Source: an optimization exercise on an open RTL-to-GDS flow (aim: small area, a short achievable clock period and few clock cycles per item). Production flows keep margins and buffers that such runs may drop. Where RTL was checked, it was by simulation tests only, not by an equivalence proof against the original. Power is estimated from default activity; no workload was simulated.

Setup of run A:
Design axi4l_slv_top, start of the top module:
module axi4l_slv_top #(
    parameter int ADDR_WIDTH = 12,
    parameter int DATA_WIDTH = 32
) (
    input var                     aclk,
    input var                     aresetn,
    input var  [  ADDR_WIDTH-1:0] s_axi_awaddr,
    input var  [             2:0] s_axi_awprot,
    input var                     s_axi_awvalid,
    output var                    s_axi_awready,
    input var  [  DATA_WIDTH-1:0] s_axi_wdata,
    input var  [DATA_WIDTH/8-1:0] s_axi_wstrb,
    input var                     s_axi_wvalid,
    output var                    s_axi_wready,
    output var [             1:0] s_axi_bresp,
    output var                    s_axi_bvalid,
    input var                     s_axi_bready,
    input var  [  ADDR_WIDTH-1:0] s_axi_araddr,
    input var  [             2:0] s_axi_arprot,
    input var                     s_axi_arvalid,
    output var                    s_axi_arready,
    output var [  DATA_WIDTH-1:0] s_axi_rdata,
    output var [             1:0] s_axi_rresp,
    output var                    s_axi_rvalid,
    input var                     s_axi_rready,
    output var                    irq_reg_irq,
    input var                     reg_irq_bit0,
    output var [            31:0] reg_a_b,
    input var  [            31:0] reg_c_d
);
  logic b_free, wr_hs;
  logic bvalid_q, berr_q;
  assign b_free = !bvalid_q || s_axi_bready;
  assign s_axi_awready = s_axi_wvalid && b_free;
  assign s_axi_wready = s_axi_awvalid && b_free;
  assign wr_hs = s_axi_awvalid && s_axi_wvalid && b_free;
  logic [9:0] wa;
  logic wa_lo;   
  assign wa = s_axi_awaddr[11:2];
  assign wa_lo = (wa[9:4] == 6'd0);
  logic wr_trap, wr_mask, wr_force, wr_trig, wr_a, wr_ok;
  assign wr_trap = wr_hs && wa_lo && (wa[3:0] == 4'd1);
  assign wr_mask = wr_hs && wa_lo && (wa[3:0] == 4'd2);
  assign wr_force = wr_hs && wa_lo && (wa[3:0] == 4'd3);
  assign wr_trig = wr_hs && wa_lo && (wa[3:0] == 4'd5);
  assign wr_a = wr_hs && wa_lo && (wa[3:0] == 4'd8);
  assign wr_ok = wa_lo && (wa[3:0] <= 4'd5 || wa[3:0] == 4'd8);
  always_ff @(posedge aclk) begin
    if (!aresetn) bvalid_q <= 1'b0;
    else if (wr_hs) bvalid_q <= 1'b1;
    else if (s_axi_bready) bvalid_q <= 1'b0;
  end
  always_ff @(posedge aclk) begin
  ...
Settings: LEC_CHECK=0, ABC_AREA=1, CAP_MARGIN=20, CORE_MARGIN=2, CORE_UTILIZATION=40, SETUP_SLACK_MARGIN=1.4, SLEW_MARGIN=20; clock period 3.0 ns.
standard.sh (not shown) runs the stock make flow with config.mk's settings and CLKGATE_MAP_FILE= SYNTH_SCRIPT=/design/flow/synth_recipe.tcl, a recipe that flattens the netlist after the stock synthesis.
==> flow/flow/run.sh <==
#!/bin/bash
# Standard ORFS layout with these changes:
#  - synthesis maps logic with the ABC script flow/abc_area.script (when present);
#    everything before ABC, so every register and its name, is the standard synthesis;
#  - the cells listed in flow/dont_use.txt (when present) are not used, in synthesis
#    and in the resizer (slow many-input OR/NOR gates);
#  - the port buffers are sky130 buf_1 cells instead of buffer_ports' default.
set -euo pipefail
here=$PWD
rm -rf "$here/scripts_abc"
cp -r "$FLOW_HOME/scripts" "$here/scripts_abc"
if [[ -f "$here/flow/abc_area.script" ]]; then
  cp "$here/flow/abc_area.script" "$here/scripts_abc/abc_area.script"
fi
if [[ -f "$here/flow/dont_use.txt" ]]; then
  export DONT_USE_CELLS="$(tr '\n' ' ' < "$here/flow/dont_use.txt")"
fi
export BUFFER_PORTS_ARGS="-buffer_cell sky130_fd_sc_hd__buf_1"
bash standard.sh SCRIPTS_DIR="$here/scripts_abc" synth > synth.log 2>&1
bash standard.sh > standard.log 2>&1
==> flow/flow/abc_area.script <==
strash
dch
map -B 0.9
topo
stime -c
buffer -c
upsize -c
dnsize -c
==> flow/flow/dont_use.txt <==
sky130_fd_sc_hd__nor3_1
sky130_fd_sc_hd__nor3_2
sky130_fd_sc_hd__nor3_4
sky130_fd_sc_hd__nor3b_1
sky130_fd_sc_hd__nor3b_2
sky130_fd_sc_hd__nor3b_4
sky130_fd_sc_hd__nor4_1
sky130_fd_sc_hd__nor4_2
sky130_fd_sc_hd__nor4_4
sky130_fd_sc_hd__nor4b_1
sky130_fd_sc_hd__nor4b_2
sky130_fd_sc_hd__nor4b_4
sky130_fd_sc_hd__nor4bb_1
sky130_fd_sc_hd__nor4bb_2
sky130_fd_sc_hd__nor4bb_4
sky130_fd_sc_hd__or3_1
sky130_fd_sc_hd__or3_2
sky130_fd_sc_hd__or3_4
sky130_fd_sc_hd__or3b_1
sky130_fd_sc_hd__or3b_2
sky130_fd_sc_hd__or3b_4
sky130_fd_sc_hd__or4_1
sky130_fd_sc_hd__or4_2
sky130_fd_sc_hd__or4_4
sky130_fd_sc_hd__or4b_1
sky130_fd_sc_hd__or4b_2
sky130_fd_sc_hd__or4b_4
sky130_fd_sc_hd__or4bb_1
sky130_fd_sc_hd__or4bb_2
sky130_fd_sc_hd__or4bb_4
Changes in run B relative to run A:
==> flow/flow/run.sh <==
#!/bin/bash
# Standard ORFS layout with these changes:
#  - synthesis maps logic with the ABC script flow/abc_area.script (when present);
#    everything before ABC, so every register and its name, is the standard synthesis;
#  - the cells listed in flow/dont_use.txt (when present) are added to the platform's
#    don't-use list, for synthesis and the resizer (slow many-input OR/NOR gates);
#  - the port buffers are sky130 buf_1 cells instead of buffer_ports' default.
set -euo pipefail
here=$PWD
rm -rf "$here/scripts_abc"
cp -r "$FLOW_HOME/scripts" "$here/scripts_abc"
if [[ -f "$here/flow/abc_area.script" ]]; then
  cp "$here/flow/abc_area.script" "$here/scripts_abc/abc_area.script"
fi
args=()
if [[ -f "$here/flow/dont_use.txt" ]]; then
  base=$(make -s -C "$FLOW_HOME" DESIGN_CONFIG="$here/config.mk" WORK_HOME="$here/orfs" print-DONT_USE_CELLS | sed -n 's/^DONT_USE_CELLS: //p')
  args+=("DONT_USE_CELLS=$base $(tr '\n' ' ' < "$here/flow/dont_use.txt")")
fi
export BUFFER_PORTS_ARGS="-buffer_cell sky130_fd_sc_hd__buf_1"
bash standard.sh SCRIPTS_DIR="$here/scripts_abc" "${args[@]}" synth > synth.log 2>&1
bash standard.sh "${args[@]}" > standard.log 2>&1
==> flow/flow/abc_area.script <==
strash
&get -n
&dch
&nf
&put
topo
stime -c
==> comparison <==
- Compared with run A, in run B wire length on met3 rose 17%; met2 wire length fell about 16%.
- Run A → run B: internal power contribution shrank by about 6%; total power decreased by about 8% relative to the old numbers; clock edge transition at the registers on the reported setup and hold paths saw little to no change; maximum achievable frequency down 1.6%.
- Against run A, combinational-cell power consumption in run B fell by more than 10%.
- Compared with run A, in run B delay contributed by the slowest stage of the critical path moved down; non-clock inverter instance count of the final layout moved down.
--- input diff run B..run C ---
==> flow/flow/run.sh <==
#!/bin/bash
# Standard ORFS layout with two changes:
#  - synthesis maps logic with an area-oriented ABC script (flow/abc_area.script);
#    everything before ABC, so every register and its name, is the standard synthesis;
#  - the port buffers are sky130 buf_1 cells instead of buffer_ports' default.
set -euo pipefail
here=$PWD
rm -rf "$here/scripts_abc"
cp -r "$FLOW_HOME/scripts" "$here/scripts_abc"
cp "$here/flow/abc_area.script" "$here/scripts_abc/abc_area.script"
export BUFFER_PORTS_ARGS="-buffer_cell sky130_fd_sc_hd__buf_1"
bash standard.sh SCRIPTS_DIR="$here/scripts_abc" synth > synth.log 2>&1
bash standard.sh > standard.log 2>&1
==> flow/flow/abc_area.script <==
strash
dch
map
topo
stime -c
removed: flow/flow/dont_use.txt
Notes after the runs:
Per the comparison of run C with run B, multi-input gate area in the final layout now sits higher; proportion of final cell area spent on non-clock buffers fell 0.72 points; synthesized cell count went up; maximum fanout along the worst path decreased by 1 relative to the old numbers.
Compared with run B, number of tap cells inserted in run C increased by more than a quarter.
When run C is set beside run B, its placeable core region turns out to be 830 sq um larger.
Compared to run B, run C has sequential power share 5.0 points lower.
Area after synthesis, run B and run C, higher one = run C.
In the flow results for run B and run C, the final core utilization is larger on run C.
Run B vs run C, category of the critical setup timing path: input port to primary output vs flop to primary output
In the tables for run B and run C, power reads lower with run B.
diff inputs: run C => run D
==> flow/flow/abc_area.script <==
strash
&get -n
&dch
&nf -R 1000
&put
buffer -c
topo
stime -c
upsize -c
dnsize -c
[summary]
Combinational family with the most area after synthesis: compound AO/OA/AOI/OAI gates -> run D, simple AND/OR/NAND/NOR gates -> run C
Run D against run C: ratio of final minimum period to clock period shows an increase of 7.5 points, clock skew shows no meaningful change, largest stage delay on the critical path shows an increase of 0.18 ns.
No functional check of the RTL was part of any run of this note.

========
axi4l_slv_top, a different RTL version from the one above (not shown whole).
Size: about 240 cells after synthesis, roughly 2700 um^2 of cells after synthesis.
clock: 3.0 ns
lec_check: 0
abc_area: 1
cap_margin: 20
core_margin: 2
core_utilization: 40
cts_buf_list: sky130_fd_sc_hd__clkbuf_16
setup_slack_margin: 1.4
slew_margin: 20
==> flow/flow/run.sh <==
#!/bin/bash
# Standard ORFS layout with these changes:
#  - synthesis maps logic with the ABC script flow/abc_area.script (when present);
#    everything before ABC, so every register and its name, is the standard synthesis;
#  - the cells listed in flow/dont_use.txt (when present) are added to the platform's
#    don't-use list, for synthesis and the resizer (slow many-input OR/NOR gates);
#  - the port buffers are sky130 buf_1 cells instead of buffer_ports' default.
set -euo pipefail
here=$PWD
rm -rf "$here/scripts_abc"
cp -r "$FLOW_HOME/scripts" "$here/scripts_abc"
if [[ -f "$here/flow/abc_area.script" ]]; then
  cp "$here/flow/abc_area.script" "$here/scripts_abc/abc_area.script"
fi
args=()
if [[ -f "$here/flow/dont_use.txt" ]]; then
  base=$(make -s -C "$FLOW_HOME" DESIGN_CONFIG="$here/config.mk" WORK_HOME="$here/orfs" print-DONT_USE_CELLS | sed -n 's/^DONT_USE_CELLS: //p')
  args+=("DONT_USE_CELLS=$base $(tr '\n' ' ' < "$here/flow/dont_use.txt")")
fi
export BUFFER_PORTS_ARGS="-buffer_cell sky130_fd_sc_hd__buf_1"
bash standard.sh SCRIPTS_DIR="$here/scripts_abc" "${args[@]}" synth > synth.log 2>&1
bash standard.sh "${args[@]}" > standard.log 2>&1
==> flow/flow/abc_area.script <==
strash
&get -n
&dch -f
&nf
&put
topo
stime -c
==> flow/flow/dont_use.txt <==
sky130_fd_sc_hd__nor3_1
sky130_fd_sc_hd__nor3_2
sky130_fd_sc_hd__nor3_4
sky130_fd_sc_hd__nor3b_1
sky130_fd_sc_hd__nor3b_2
sky130_fd_sc_hd__nor3b_4
sky130_fd_sc_hd__nor4_1
sky130_fd_sc_hd__nor4_2
sky130_fd_sc_hd__nor4_4
sky130_fd_sc_hd__nor4b_1
sky130_fd_sc_hd__nor4b_2
sky130_fd_sc_hd__nor4b_4
sky130_fd_sc_hd__nor4bb_1
sky130_fd_sc_hd__nor4bb_2
sky130_fd_sc_hd__nor4bb_4
sky130_fd_sc_hd__or3_1
sky130_fd_sc_hd__or3_2
sky130_fd_sc_hd__or3_4
sky130_fd_sc_hd__or3b_1
sky130_fd_sc_hd__or3b_2
sky130_fd_sc_hd__or3b_4
sky130_fd_sc_hd__or4_1
sky130_fd_sc_hd__or4_2
sky130_fd_sc_hd__or4_4
sky130_fd_sc_hd__or4b_1
sky130_fd_sc_hd__or4b_2
sky130_fd_sc_hd__or4b_4
sky130_fd_sc_hd__or4bb_1
sky130_fd_sc_hd__or4bb_2
sky130_fd_sc_hd__or4bb_4
Testbench counts at the start, summed over its fixed seeds: cycles 1,608, items 3,200.
Next try:
--- a/flow/flow/dont_use.txt
+++ b/flow/flow/dont_use.txt
@@ -30,0 +31,5 @@
+sky130_fd_sc_hd__or2_0
+sky130_fd_sc_hd__or2_1
+sky130_fd_sc_hd__or2_2
+sky130_fd_sc_hd__or2_4
+sky130_fd_sc_hd__and2_0
- CTS_BUF_LIST: sky130_fd_sc_hd__clkbuf_16 -> unset
After rerunning:
- first-iteration DRC count decreases by 11%
- synthesized area stays flat
- via count grows by 0.80%
- final area went up by about 0.4%
- routed wire length is higher by about 2.3%
- utilization barely changes
- hold slack got worse by 0.014 ns
- power drops by about 9%
- synthesized cell count is lower by 1.3%
- combinational power came out higher by about 5%
Next try:
--- a/flow/flow/dont_use.txt
+++ b/flow/flow/dont_use.txt
@@ -31,5 +30,0 @@
-sky130_fd_sc_hd__or2_0
-sky130_fd_sc_hd__or2_1
-sky130_fd_sc_hd__or2_2
-sky130_fd_sc_hd__or2_4
-sky130_fd_sc_hd__and2_0
- SETUP_SLACK_MARGIN: 1.4 -> 1.5
- TNS_END_PERCENT: unset -> 10
Outcome: The new run ran to the end with no violations. Count of clock-buffer cells in the layout climbs by 1. Die area stays flat. Setup slack improved by 0.082 ns. Utilization went down by 1.3 points. Routed wire length falls by 1.9%. Via count went up by 2.5%.

========
== v3 ==
Another version of the RTL of axi4l_slv_top (not shown whole).
Size: roughly 360 cells after synthesis, ~72 flip-flops, about 180 I/O pins.
==> flow/design.v (excerpt) <==
module axi4l_slv_top #(
    parameter int ADDR_WIDTH = 12,
    parameter int DATA_WIDTH = 32
) (
    input var                     aclk,
    input var                     aresetn,
    input var  [  ADDR_WIDTH-1:0] s_axi_awaddr,
    input var  [             2:0] s_axi_awprot,
    input var                     s_axi_awvalid,
    output var                    s_axi_awready,
    input var  [  DATA_WIDTH-1:0] s_axi_wdata,
    input var  [DATA_WIDTH/8-1:0] s_axi_wstrb,
    input var                     s_axi_wvalid,
    output var                    s_axi_wready,
    output var [             1:0] s_axi_bresp,
    output var                    s_axi_bvalid,
    input var                     s_axi_bready,
    input var  [  ADDR_WIDTH-1:0] s_axi_araddr,
    input var  [             2:0] s_axi_arprot,
    input var                     s_axi_arvalid,
    output var                    s_axi_arready,
    output var [  DATA_WIDTH-1:0] s_axi_rdata,
    output var [             1:0] s_axi_rresp,
    output var                    s_axi_rvalid,
  ...
Settings: LEC_CHECK=0, ABC_CLOCK_PERIOD_IN_PS=1000, CAP_MARGIN=20, CORE_MARGIN=2, CORE_UTILIZATION=40, SETUP_SLACK_MARGIN=1.4, SLEW_MARGIN=20; clock period 3.0 ns.
==> flow/flow/run.sh <==
#!/bin/bash
# Standard ORFS layout, but the port buffers are small sky130 buf_1 cells
# instead of the delay buffers buffer_ports picks by default.
set -euo pipefail
export BUFFER_PORTS_ARGS="-buffer_cell sky130_fd_sc_hd__buf_1"
bash standard.sh > standard.log 2>&1
Relative to v3, the following input files were edited for v35:
- an added ABC_AREA of 1
- a deleted ABC_CLOCK_PERIOD_IN_PS that had been 1000
### Flow results
Between v3 and v35, the flow reports filler cell count increasing by a little under 10%.
Diff v35..v3 | setup clock skew after layout | negligible
v35 — share of the clock period used by the worst path 12 points lower, v3 as reference
No functional check of the RTL was part of any run of this note.

========
v58:
Starting RTL as in the previous note.
==> flow/config.mk <==
export PLATFORM = sky130hd
export DESIGN_NAME = axi4l_slv_top
export DESIGN_NICKNAME = axi4l_slv_top
export VERILOG_FILES = /design/flow/design.v
export SDC_FILE = /design/flow/constraint.sdc
export NUM_CORES = 4
export LEC_CHECK = 0
export ABC_AREA = 1
export CAP_MARGIN = 20
export CORE_MARGIN = 2
export CORE_UTILIZATION = 60
export SETUP_SLACK_MARGIN = 1.4
export SLEW_MARGIN = 20
==> flow/constraint.sdc <==
create_clock -name core_clock -period 3.0 [get_ports {aclk}]
set_input_delay 0.6000 -clock core_clock [delete_from_list [all_inputs] [get_ports {aclk}]]
set_output_delay 0.6000 -clock core_clock [all_outputs]
set_load 0.01 [all_outputs]
Scripts as last shown in full above: flow/flow/run.sh
The inputs of v6 differ from those of v58 as listed below.
- SETUP_SLACK_MARGIN changed from 1.4 to 1.5
- CORE_UTILIZATION changed from 60 to 40
==> summary.txt <==
Compared with v58, v6 ends up with more cell area.
Summary: with v58 as the reference, amount of wire on met3 after detailed routing in v6 moved down by more than 10%.
On v6: met1 track demand over resource in global routing is 7.8 points lower than what v58 gave.
Changes observed in v6 relative to v58: total chip power moved up, slack of the critical path fell 57 ps, part of the power in the clock network rose 4.2 points.
Of v58 and v6, the lower peak supply drop belongs to v6.
For v22, these inputs were changed with respect to v6:
- SETUP_SLACK_MARGIN changed from 1.5 to 1.2
--- outcome ---
- Worst reg-to-reg setup slack: v22 and v6 compared, higher one is v6
- Reported for v22 and v6, final number of hold-violating endpoints turned out identical to the last digit.
- Taking v6 as the reference, in v22 highest attainable clock frequency rose by 4.5 MHz; sequential cell count of the final layout stayed essentially flat; length of routed wiring on met1 fell by 430 µm; total met3 wirelength after detailed routing rose by about 7%.
Function was not checked in any run of this note: the RTL went through the layout flow alone.

static timing again, ports no longer ideal:
The flow's constraints put no driver on any port. The routed layouts listed below were extracted and timed again, unchanged, in two steps.
Step 1: set_driving_cell puts a clkbuf_16 on aclk and a buf_2 on each other input, an assumption about the parent block.
Step 2, shift: input delay + t, output delay - t, t = (earliest + latest rising clock arrival at the registers) / 2. This alone moves slack from input paths to output paths.
a / b / c = no drivers / after step 1 / after step 2; a / b = the first two.
| run | t, ns | slack for setup (ns) | worst setup path at the end |
|---|---|---|---|
| run A | 0.358 | 1.365 / 1.336 / 1.135 | input to register |
| run B | 0.357 | 1.338 / 1.316 / 1.122 | input to register |
| run C | 0.371 | 1.260 / 1.227 / 1.046 | input to register |
| run D | 0.372 | 1.034 / 1.043 / 0.671 | input to register |
| the first run of note 2 | 0.357 | 1.399 / 1.359 / 1.125 | input to register |
| the second run of note 2 | 0.367 | 1.325 / 1.286 / 1.071 | input to register |
| the third run of note 2 | 0.361 | 1.407 / 1.384 / 1.136 | input to register |
| v3 | 0.367 | 1.062 / 1.075 / 0.707 | input to register |
| v35 | 0.370 | 1.420 / 1.386 / 1.137 | input to register |
| v58 | 0.377 | 1.372 / 1.361 / 1.009 | input to register |
| v6 | 0.363 | 1.315 / 1.281 / 1.129 | input to register |
| v22 | 0.364 | 1.328 / 1.298 / 1.046 | input to register |
After both steps every run listed still meets setup and hold.
